What follows belongs to an exercise in optimizing a design on an open flow for small area; a production flow would make more cautious choices.
Where RTL was checked, it was by simulation tests only, not by an equivalence proof against the original.
Function not checked in run 1: the RTL went through the layout flow alone.
No activity file was given, so power comes from the tool's default toggle rates.

==> flow/design.v (outline; a module is shown in full before it is edited, if it fits) <==
// module ALU: 2478 lines
// module MIPS_ALU_top: 36 lines
module MIPS_ALU_top (
    input             clk,
    input      [31:0] dataA,
    input      [31:0] dataB,
    input      [3:0]  control,
    input      [4:0]  shmt,
    output reg [31:0] dataC,
    output reg        carry,
    output reg        zero,
    output reg        negative
);
  // ...
==> flow/run.sh <==
#!/bin/bash
# synth_recipe.tcl (not shown) runs the flow's synth.tcl, then flattens the netlist and writes it again
# the make line also repeats each setting of config.mk as NAME=value (left out here)
make -C /OpenROAD-flow-scripts/flow DESIGN_CONFIG=/design/flow/config.mk WORK_HOME=/design/flow/orfs CLKGATE_MAP_FILE= SYNTH_SCRIPT=/design/flow/synth_recipe.tcl finish
==> flow/config.mk <==
export PLATFORM = sky130hd
export DESIGN_NAME = MIPS_ALU_top
export DESIGN_NICKNAME = MIPS_ALU_top
export VERILOG_FILES = /design/flow/design.v
export SDC_FILE = /design/flow/constraint.sdc
export NUM_CORES = 4
export LEC_CHECK = 0
export ABC_AREA = 1
export CAP_MARGIN = 20
export CORE_MARGIN = 2
export CORE_UTILIZATION = 40
export GPL_TIMING_DRIVEN = 0
export SETUP_SLACK_MARGIN = 0.2
export SLEW_MARGIN = 20
==> flow/constraint.sdc <==
create_clock -name core_clock -period 11.0 [get_ports {clk}]
set_input_delay 2.2000 -clock core_clock [delete_from_list [all_inputs] [get_ports {clk}]]
set_output_delay 2.2000 -clock core_clock [all_outputs]
set_load 0.01 [all_outputs]
==> results.toml, run 1 <==
[floorplan]
io_pins = 109
fp-row-count = 76
die_x_um = 214
core_um2 = 43200
taps = 585

[placed_design]
gp_congestion = 1.08
dp_hpwl_um = 82000
dp_cells = 2996

[critical_path]
worstSetupPathType = "reg2reg"
cp.arrival_ns = 10.71
r2r-end = "zero"
cp.required_ns = 11.35
crit_start = "dataB_q[4]"
max_stage_delay_ns = 0.61
ff2ff_path_depth = 41
start_kind = "register"
crit_end = "zero"

[clock_network]
cts_hold_buf = 0
cts-root-buf = "clkbuf_16"

[final_layout]
mostFrequentLayoutCell = "nand2_1"
largest_class = "multi-input combinational cells"
final-nonclk-buf-share = 0.0836

[status]
outcome = "finished clean"

[timing]
slew_violations = 0
hold_ws_ns = 0.718
setup_viol = 0
rsz0062_at_grt = "no"
slew_headroom = 0.189
min_period_ns = 10.36

[route]
dr_wl_met2_um = 39800
drt_iter0_markers = 3030
top_layer = "met5"
ant_nets = 0

[pwr]
powerDensity_nw_per_um2 = 114
p_total_mw = 2.24
ir_drop_v = 0.000108
switchingPower_mw = 1.10
comb_power_share = 0.628

[logic_synthesis]
yosys_warnings = 1
yosysSeqAreaShare = 0.123
synth_edf_count = 0
ys_top_cells_by_count = "nand2_1, a21oi_1, inv_1"
synth_xor_area_frac = 0.0364

[global_routing]
grt_usage = 0.434

[run]
maxCapViolCount = 0
==> module MIPS_ALU_top, before the edit <==
module MIPS_ALU_top (
    input             clk,
    input      [31:0] dataA,
    input      [31:0] dataB,
    input      [3:0]  control,
    input      [4:0]  shmt,
    output reg [31:0] dataC,
    output reg        carry,
    output reg        zero,
    output reg        negative
);
reg [31:0] dataA_q;
reg [31:0] dataB_q;
reg [3:0]  control_q;
reg [4:0]  shmt_q;
wire [32:0] r_w;
wire        negative_w;
always @(posedge clk) begin
    dataA_q   <= dataA;
    dataB_q   <= dataB;
    control_q <= control;
    shmt_q    <= shmt;
    dataC     <= r_w[31:0];
    carry     <= r_w[32];
    zero      <= (r_w == 33'd0);
    negative  <= negative_w;
end
ALU alu_unit (
    .dataA(dataA_q),
    .dataB(dataB_q),
    .control(control_q),
    .shmt(shmt_q),
    .R(r_w),
    .negative(negative_w)
);
endmodule
==> run 2: changes to the inputs <==
--- a/flow/design.v
+++ b/flow/design.v
@@ -2489,23 +2489,11 @@
 );
-reg [31:0] dataA_q;
-reg [31:0] dataB_q;
-reg [3:0]  control_q;
-reg [4:0]  shmt_q;
 wire [32:0] r_w;
 wire        negative_w;
-always @(posedge clk) begin
-    dataA_q   <= dataA;
-    dataB_q   <= dataB;
-    control_q <= control;
-    shmt_q    <= shmt;
-    dataC     <= r_w[31:0];
-    carry     <= r_w[32];
-    zero      <= (r_w == 33'd0);
-    negative  <= negative_w;
-end
+reg  [32:0] r_q;
+reg         negative_q;
 ALU alu_unit (
-    .dataA(dataA_q),
-    .dataB(dataB_q),
-    .control(control_q),
-    .shmt(shmt_q),
+    .dataA(dataA),
+    .dataB(dataB),
+    .control(control),
+    .shmt(shmt),
     .R(r_w),
@@ -2513,2 +2501,10 @@
 );
+always @(posedge clk) begin
+    r_q        <= r_w;
+    negative_q <= negative_w;
+    dataC      <= r_q[31:0];
+    carry      <= r_q[32];
+    zero       <= (r_q == 33'd0);
+    negative   <= negative_q;
+end
 endmodule
--- a/flow/config.mk
+++ b/flow/config.mk
@@ -11,2 +11,3 @@
 export CORE_UTILIZATION = 40
+export CTS_BUF_LIST = sky130_fd_sc_hd__clkbuf_4 sky130_fd_sc_hd__clkbuf_8
 export GPL_TIMING_DRIVEN = 0
==> run 2 against run 1 <==
Critical path depth fell by 14. Sequential share of layout area shrank 3.9 points. Synthesized cell count fell by 1.8%. Flip-flop and latch count fell by 39. Cell count is 2.3% lower. Non-clock buffer count rose by 1. Clock power is 41% lower. Setup slack lost 0.44 ns. Design area fell by 1.2%. Combinational power up 13%. Die area decreased by 3.9%. Global-route usage is 2.5 points higher. Largest cell class unchanged.
==> results.toml, run 2 <==
[critical_path]
cp.required_ns = 11.22
ff2ff_path_depth = 3
max_stage_delay_ns = 1.00
worstSetupPathType = "in2reg"
crit_cells = 27
cpMostUsedCell = "fa_1"
cp.arrival_ns = 11.02
slowest_stage = "nor3_1"
cp_top_family = "adder cells"
cp_max_fo = 10
start_kind = "input port"
crit_path_end_kind = "register"
crit_buf_inv = 6

[global_routing]
antenna_found_initial = 4
grt_pass1_vias = 19100
grt_pass1_wl_um = 141000
grt_max_degree = 11
grt_usage = 0.458
globalRouteOverflowTotal = 0

[floorplan]
die_area_um2 = 43800
fp-row-count = 75
core_um2 = 41800
start_util = 0.404
die_x_um = 209
fp.dieH_um = 209
io_pins = 109

[logic_synthesis]
synth_cells = 2262
yosysSeqAreaShare = 0.0819
synth_cell_types = 51
yosys_warnings = 1
synth.area.top_cells = "fa_1, o22ai_1, a21oi_1, dfxtp_1, nand2_1"
synth_area_um2 = 16900
synth_nets = 2669
synth-seq-cells = 69
syn_avg_cell_area_um2 = 7.45
synth_edf_count = 0
synth_ff_type = "dfxtp_1"
synth_top_cell_by_area = "fa_1"
synthMostInstantiatedCell = "nand2_1"
synth-async-reset-ratio = 0
yosysTopAreaCellShare = 0.306
ys_top_cells_by_count = "nand2_1, a21oi_1, fa_1"

[final_layout]
largest_reg_flops = 33
drive_gt1_frac = 0.0883
ff_latch_area_um2 = 1380
final_nets = 2806
multi_input_comb_area_um2 = 14400
mostFrequentLayoutCell = "nand2_1"
fin_area_um2 = 19500
fillerInstances = 4217
regMostFlops = "r_q"
syn_to_final_growth_pct = 15.8
largestRegisters = "r_q x33, dataC x32"
layout_common_cells = "nand2_1, a21oi_1, inv_1"

[clock_network]
cts_hold_buf = 0
ctsHtreeMaxLevel = 3
clk_path_buf_depth = 2
numCtsBuffers = 9
cts.sinks = 69
clk_pin_slew_ns = 0.06
cts-root-buf = "clkbuf_8"
clk_latency_ns = 0.33
cts_tree = "yes"

[pwr]
comb_power_share = 0.728
p_seq_frac = 0.185
switchingPower_mw = 1.14
leakagePower_nw = 7.22
sw_frac_of_total = 0.516
intPower_mw = 1.07
clkPwrFrac = 0.087
ir_drop_v = 0.0000916
powerDensity_nw_per_um2 = 113

[route]
routed_via_density = 6.75
detail_route.drc_violations = 0
drt_first_pass_iters = 11
detail_route.wl_per_cell_um = 34.4
num_vias = 19900
wl_um = 101000
drt_iter0_markers = 2961
ant_nets = 0

[timing]
rsz0062_at_grt = "yes"
setup_viol = 0
hold_viol = 0
slew_headroom = 0.136
slew_violations = 0
hold_ws_ns = 0.327
clock_skew_ns = 0.00333
worstMarginPinSlew_ns = 1.29
clock.fmax_mhz = 92.6
tns_ns = 0
layout_worst_path_cycle_share = 0.982
min_period_ns = 10.80

[placed_design]
gp_congestion = 1.14
place_area_um2 = 18600
port_buffers = 105
dp_hpwl_um = 83600

[status]
outcome = "finished clean"

[run]
maxCapViolCount = 0

[min_path]
hold_depth = 0
hold_class = "reg2reg"
[run 2: changes by cell type after synthesis, moves of 9 or more]
cell / delta
dfxtp_1: -39
clkbuf_1: -22
nor2_1: +13
nand2_1: +10
nand4_1: -10
nand3_1: +9
[run 2: power by group through the flow]
stage	clock (mW)	sequential, mW	combinational [mW]
after detailed placement	0	0.414	1.45
after floorplan	0	0.435	0.796
after global routing	0.202	0.417	1.69
final	0.193	0.407	1.60
after CTS	0.195	0.409	1.48
after global placement	0	0.409	1.42
[run 2: layout make-up]
type | count | share of cell area
Sequential cell | 69 | 0.0708
Timing Repair Buffer | 126 | 0.0624
Buffer | 127 | 0.0281
Clock buffer | 12 | 0.00782
Multi-Input combinational cell | 1771 | 0.736
Antenna cell | 2 | 0.000256
Tap cell | 539 | 0.0345
Inverter | 295 | 0.0581
Clock inverter | 2 | 0.00179
[run 2: what timing repair did]
item,CTS,global route
buffers inserted,3,16
pin swaps,5,24
gates resized for setup,50,86
gates cloned,0,0
setup endpoints to repair,21,26
[run 2: final timing paths]
path              startpoint  endpoint  slack [ns]
setup / recovery  control[2]   r_q[30]        0.20
hold / removal    negative_q  negative        0.33
setup reg to reg     r_q[29]      zero        9.83
hold reg to reg   negative_q  negative        0.33
[run 2: per-layer routing]
| layer | part of all wire | GRT usage | vias up |
|---|---|---|---|
| li1 | - | - | 8126 |
| met1 | 0.36 | 0.560 | 9654 |
| met2 | 0.41 | 0.670 | 1663 |
| met3 | 0.15 | 0.176 | 424 |
| met4 | 0.084 | 0.304 | 4 |
| met5 | 0.00021 | 0.0200 | - |
[run 2: cell families (layout without fill, tap and decap cells)]
kind of cell	count (synthesis)	in the layout	share of synthesized area
AND/OR/NAND/NOR	611	611	0.158
buffers and inverters	422	562	0.0971
other	0	2	0
XOR/XNOR	70	70	0.0364
adder cells (fa/ha/maj)	333	333	0.362
flip-flops	69	69	0.0819
AO/OA/AOI/OAI	757	757	0.265
[run 2: metrics by stage]
stage,std cells,utilization,power (mW),worst slack [ns]
2_1_floorplan,2262,-,1.23,1.15
3_3_place_gp,2906,0.445,1.83,-1.47
3_5_place_dp,2908,0.446,1.86,-1.57
4_1_cts,2925,0.457,2.08,0.231
5_1_grt,2941,0.467,2.31,0.140
6_report,2943,0.467,2.20,0.202

-- re-timing with driven ports --
In the flow no input, the clock included, has a driving cell. The finished layouts below were timed again as built, in two steps. Step 1 (the two cells are an assumption about what drives the block):
set clk [get_ports {clk}]
set_driving_cell -lib_cell sky130_fd_sc_hd__clkbuf_16 $clk
set_driving_cell -lib_cell sky130_fd_sc_hd__buf_2 [delete_from_list [all_inputs] $clk]
Step 2 moves the port delays by t, midway between the first and last clock arrival at a register: inputs arrive t later, outputs are due t later. That takes back most of the time a late clock gives input paths. Slacks: ideal / step 1 / step 2; pairs: ideal / step 1.
run | shift t [ns] | setup slack, ns | hold WS [ns] | worst setup path after step 2 | cell pins on the clock port's net
run 1 | 0.457 | 0.642 / 0.642 / 0.642 | 0.718 / 0.718 / 0.718 | register to register | 1
run 2 | 0.364 | 0.202 / 0.209 / -0.155 | 0.327 / 0.327 / 0.327 | input to register | 1
Met with ideal ports but missed after step 2: setup timing in run 2. The setup slack of run 2, which loses most, moves by +0.007 ns with the drivers and by -0.357 ns with both steps.
